Context: an optimization exercise on an open-source flow, tuned for small area, a short achievable clock period and few clock cycles. The choices shown serve that exercise and are no tape-out recipe. RTL that was checked went through simulation tests only; none was proved equivalent to the original. The clock port is modelled as an ideal driver, which makes a skipped or thinned clock tree look cheaper than it is; a real chip needs a root buffer or a tree. Power is estimated from default activity; no workload was simulated.

==> flow/design.v <==
`timescale 1ns / 1ns
module bus_arb(clk, rst,
               start1, read_operation1, in_address1, in_data1,
               start2, read_operation2, in_address2, in_data2,
               out_data1, out_data2, finish1, finish2, cache_busy1, cache_busy2,
               mem_req, mem_we, mem_addr, mem_wdata, mem_ack, mem_rdata);
input clk, rst;
input start1, read_operation1, start2, read_operation2;
input [7:0] in_address1, in_address2, in_data1, in_data2;
output [7:0] out_data1, out_data2;
output reg finish1, finish2;
output reg cache_busy1, cache_busy2;
output reg mem_req;
output reg mem_we;
output reg [7:0] mem_addr, mem_wdata;
input mem_ack;
input [7:0] mem_rdata;
reg smp;             
reg owner;           
reg [7:0] rdata;
wire start_owner = owner ? start2 : start1;
wire start_other = owner ? start1 : start2;
wire free = ~mem_req | (smp & mem_ack);
wire load = free & start_other;    
always @(posedge clk)
begin
	if(rst)
	begin
		mem_req <= 0;
		smp <= 0;
		owner <= 0;
		finish1 <= 0;
		finish2 <= 0;
		cache_busy1 <= 1;
		cache_busy2 <= 1;
	end
	else
	begin
		finish1 <= smp & mem_ack & ~owner;
		finish2 <= smp & mem_ack & owner;
		cache_busy1 <= ~(load & owner);
		cache_busy2 <= ~(load & ~owner);
		if(mem_req & ~smp)
			smp <= 1;
		else if(free)
		begin
			smp <= 0;
			mem_req <= start_other;
			if(start_other | start_owner)
				owner <= ~owner;
		end
	end
end
wire sel1 = free & owner;
wire sel2 = free & ~owner;
wire hold = ~free;
always @(posedge clk)
begin
	rdata <= mem_rdata;
	mem_we <= (sel1 & ~read_operation1) | (sel2 & ~read_operation2) | (hold & mem_we);
	mem_addr <= ({8{sel1}} & in_address1) | ({8{sel2}} & in_address2) | ({8{hold}} & mem_addr);
	mem_wdata <= ({8{sel1}} & in_data1) | ({8{sel2}} & in_data2) | ({8{hold}} & mem_wdata);
end
assign out_data1 = rdata;
assign out_data2 = rdata;
endmodule
`timescale 1ns / 1ns
module dual_cache(clk, rst,
                  start1, read_operation1, in_address1, in_data1, out_data1, finish1, cache_busy1,
                  start2, read_operation2, in_address2, in_data2, out_data2, finish2, cache_busy2,
                  mem_req, mem_we, mem_addr, mem_wdata, mem_ack, mem_rdata);
input clk, rst;
input start1, read_operation1, start2, read_operation2;
input [7:0] in_address1, in_address2;
input [7:0] in_data1, in_data2;
output [7:0] out_data1, out_data2;
output finish1, finish2;
output cache_busy1, cache_busy2;
output mem_req, mem_we;
output [7:0] mem_addr, mem_wdata;
input mem_ack;
input [7:0] mem_rdata;
bus_arb busmem1(.clk(clk), .rst(rst),
                .start1(start1), .read_operation1(read_operation1), .in_address1(in_address1), .in_data1(in_data1),
                .start2(start2), .read_operation2(read_operation2), .in_address2(in_address2), .in_data2(in_data2),
                .out_data1(out_data1), .out_data2(out_data2), .finish1(finish1), .finish2(finish2),
                .cache_busy1(cache_busy1), .cache_busy2(cache_busy2),
                .mem_req(mem_req), .mem_we(mem_we), .mem_addr(mem_addr), .mem_wdata(mem_wdata),
                .mem_ack(mem_ack), .mem_rdata(mem_rdata));
endmodule
Settings: LEC_CHECK=0, CAP_MARGIN=20, CORE_AREA=2.5 2.5 59.5 59.5, DIE_AREA=0 0 62 62, SLEW_MARGIN=20; clock period 5.0 ns.
standard.sh (not shown) runs the stock make flow with config.mk's settings and CLKGATE_MAP_FILE= SYNTH_SCRIPT=/design/flow/synth_recipe.tcl, a recipe that flattens the netlist after the stock synthesis.
==> flow/flow/run.sh <==
#!/bin/bash
# Standard layout with three changes:
#  - the port buffers are sky130_fd_sc_hd__buf_1 instead of the delay buffer
#    buffer_ports picks by default;
#  - after clock tree synthesis, flow/clock.tcl replaces the two-level clock
#    tree with a single clock buffer that drives every flip-flop;
#  - it then repairs setup timing with a margin, so that the resizer works on
#    the paths that set the achieved clock period.
set -euo pipefail
here=$(pwd)
export CLOCK_REPAIR_MARGIN=3.3
bash standard.sh 'BUFFER_PORTS_ARGS=-buffer_cell sky130_fd_sc_hd__buf_1' "POST_CTS_TCL=$here/flow/clock.tcl" finish > standard_make.log 2>&1
Other scripts of this flow, unchanged in this note and not shown: flow/flow/clock.tcl
Edit:
--- a/flow/design.v
+++ b/flow/design.v
@@ -52,13 +52,13 @@
 	end
 end
-wire sel1 = free & owner;
-wire sel2 = free & ~owner;
-wire hold = ~free;
 always @(posedge clk)
 begin
 	rdata <= mem_rdata;
-	mem_we <= (sel1 & ~read_operation1) | (sel2 & ~read_operation2) | (hold & mem_we);
-	mem_addr <= ({8{sel1}} & in_address1) | ({8{sel2}} & in_address2) | ({8{hold}} & mem_addr);
-	mem_wdata <= ({8{sel1}} & in_data1) | ({8{sel2}} & in_data2) | ({8{hold}} & mem_wdata);
+	if(free)
+	begin
+		mem_we <= owner ? ~read_operation1 : ~read_operation2;
+		mem_addr <= owner ? in_address1 : in_address2;
+		mem_wdata <= owner ? in_data1 : in_data2;
+	end
 end
 assign out_data1 = rdata;
The changed run ran to the end with no violations; setup slack is better by 12 ps; cell count fell by about a fifth; design area fell slightly; total power went up slightly; clock power came out higher by a few percent; fmax rises slightly; first-iteration DRC count shrinks by about a fifth; core utilization fell by 0.16 points; combinational power shrinks by about a fifth.
Testbench counts after the change, summed over its fixed seeds: cycles 14,280.
Function not checked in the first run of this note: the RTL went through the layout flow alone. In every run of this note, the design's own scripts or RTL, not TritonCTS, make the clock network.

Another version of the RTL of dual_cache (not shown whole).
Size: roughly 140 cells after synthesis, about 33 flip-flops, about 85 I/O pins, ~0.0012 mm2 of cells after synthesis.
==> module bus_arb, before the edit <==
module bus_arb(clk, rst,
               start1, read_operation1, in_address1, in_data1,
               start2, read_operation2, in_address2, in_data2,
               out_data1, out_data2, finish1, finish2, cache_busy1, cache_busy2,
               mem_req, mem_we, mem_addr, mem_wdata, mem_ack, mem_rdata);
input clk, rst;
input start1, read_operation1, start2, read_operation2;
input [7:0] in_address1, in_address2, in_data1, in_data2;
output [7:0] out_data1, out_data2;
output reg finish1, finish2;
output reg cache_busy1, cache_busy2;
output reg mem_req;
output reg mem_we;
output reg [7:0] mem_addr, mem_wdata;
input mem_ack;
input [7:0] mem_rdata;
reg smp;             
reg idle;            
reg owner;           
reg [7:0] rdata;
wire start_owner = owner ? start2 : start1;
wire start_other = owner ? start1 : start2;
wire free = idle | (smp & mem_ack);
wire load = free & start_other;    
always @(posedge clk)
begin
	if(rst)
	begin
		mem_req <= 0;
		idle <= 1;
		smp <= 0;
		owner <= 0;
		finish1 <= 0;
		finish2 <= 0;
		cache_busy1 <= 1;
		cache_busy2 <= 1;
	end
	else
	begin
		finish1 <= smp & mem_ack & ~owner;
		finish2 <= smp & mem_ack & owner;
		cache_busy1 <= ~(load & owner);
		cache_busy2 <= ~(load & ~owner);
		if(~idle & ~smp)
			smp <= 1;
		else if(free)
		begin
			smp <= 0;
			mem_req <= start_other;
			idle <= ~start_other;
			if(start_other | start_owner)
				owner <= ~owner;
		end
	end
end
wire sel1 = free & owner;
wire sel2 = free & ~owner;
wire hold = ~free;
always @(posedge clk)
begin
	rdata <= mem_rdata;
	mem_we <= (sel1 & ~read_operation1) | (sel2 & ~read_operation2) | (hold & mem_we);
	mem_addr <= ({8{sel1}} & in_address1) | ({8{sel2}} & in_address2) | ({8{hold}} & mem_addr);
	mem_wdata <= ({8{sel1}} & in_data1) | ({8{sel2}} & in_data2) | ({8{hold}} & mem_wdata);
end
assign out_data1 = rdata;
assign out_data2 = rdata;
endmodule
==> flow/config.mk <==
export PLATFORM = sky130hd
export DESIGN_NAME = dual_cache
export DESIGN_NICKNAME = dual_cache
export VERILOG_FILES = /design/flow/design.v
export SDC_FILE = /design/flow/constraint.sdc
export NUM_CORES = 4
export LEC_CHECK = 0
export ABC_AREA = 1
export CAP_MARGIN = 20
export CORE_AREA = 2.3 2.3 57.7 57.7
export DIE_AREA = 0 0 60 60
export SLEW_MARGIN = 20
==> flow/constraint.sdc <==
create_clock -name core_clock -period 5.0 [get_ports {clk}]
set_input_delay 1.0000 -clock core_clock [delete_from_list [all_inputs] [get_ports {clk}]]
set_output_delay 1.0000 -clock core_clock [all_outputs]
set_load 0.01 [all_outputs]
==> flow/flow/run.sh <==
#!/bin/bash
# Standard layout with three changes:
#  - the port buffers are sky130_fd_sc_hd__buf_1 instead of the delay buffer
#    buffer_ports picks by default;
#  - after clock tree synthesis, flow/clock.tcl replaces the two-level clock
#    tree with two clock buffers, each driving half of the flip-flops;
#  - it then repairs setup timing with a margin, so that the resizer works on
#    the paths that set the achieved clock period.
set -euo pipefail
here=$(pwd)
export CLOCK_REPAIR_MARGIN=3.33
export CLOCK_ROOT_BUFS=2
export CLOCK_ROOT_BUF=sky130_fd_sc_hd__clkbuf_8
bash standard.sh 'BUFFER_PORTS_ARGS=-buffer_cell sky130_fd_sc_hd__buf_1' "POST_CTS_TCL=$here/flow/clock.tcl" finish > standard_make.log 2>&1
Other scripts of this flow, unchanged in this note and not shown: flow/flow/clock.tcl
The starting point produced a clean layout.
Testbench counts at the start, summed over its fixed seeds: cycles 14,280.
Rerun with:
--- a/flow/design.v
+++ b/flow/design.v
@@ -16,5 +16,4 @@
 input mem_ack;
 input [7:0] mem_rdata;
-reg smp;             
 reg idle;            
 reg owner;           
@@ -22,4 +21,5 @@
 wire start_owner = owner ? start2 : start1;
 wire start_other = owner ? start1 : start2;
+wire smp = ~idle & cache_busy1 & cache_busy2;
 wire free = idle | (smp & mem_ack);
 wire load = free & start_other;    
@@ -30,5 +30,4 @@
 		mem_req <= 0;
 		idle <= 1;
-		smp <= 0;
 		owner <= 0;
 		finish1 <= 0;
@@ -43,9 +42,6 @@
 		cache_busy1 <= ~(load & owner);
 		cache_busy2 <= ~(load & ~owner);
-		if(~idle & ~smp)
-			smp <= 1;
-		else if(free)
+		if(free)
 		begin
-			smp <= 0;
 			mem_req <= start_other;
 			idle <= ~start_other;
What happened: Synthesized cell count fell by 2.1%. Global-route usage increases by 3.5 points. Sequential power went down by about 3%. Synthesized area grows by 1.8%. Critical path depth climbs by 5. Hold slack improved by 0.031 ns. Flip-flop and latch count went down by 1. Cell area is higher by 7.6%. Total power hardly moves. Register-to-register slack got worse by 0.23 ns. Core utilization goes up by 3.8 points. Setup slack got worse by 0.039 ns.
No functional check of the RTL was part of the second run of this note. No run of this note takes its clock network from TritonCTS; it comes from the design's own scripts or RTL.

-- what the ideal ports hide --
No port has a modelled driver above. Below, the same layouts with a new extraction and two added sets of constraints.
Step 1 sets driving cells, clkbuf_16 on the clock port and buf_2 on the other inputs (assumed; they add their load-dependent delay and slew).
Step 2 moves the port delays by t, midway between the first and last clock arrival at a register: inputs arrive t later, outputs are due t later. That takes back most of the time a late clock gives input paths.
Slacks: no drivers / after step 1 / after step 2; pairs: no drivers / after step 1.
run	t, ns	slack for setup (ns)	cell pins on the clock port's net
the first run of note 1	0.197	3.268 / 3.238 / 3.158	1
the second run of note 1	0.199	3.280 / 3.253 / 3.185	1
the first run of note 2	0.190	3.338 / 3.304 / 3.157	2
the second run of note 2	0.183	3.300 / 3.302 / 3.124	2
After both steps every run listed still meets setup and hold. For the first run of note 2, which loses most, drivers alone change the setup slack by -0.034 ns; drivers and shift together by -0.181 ns.
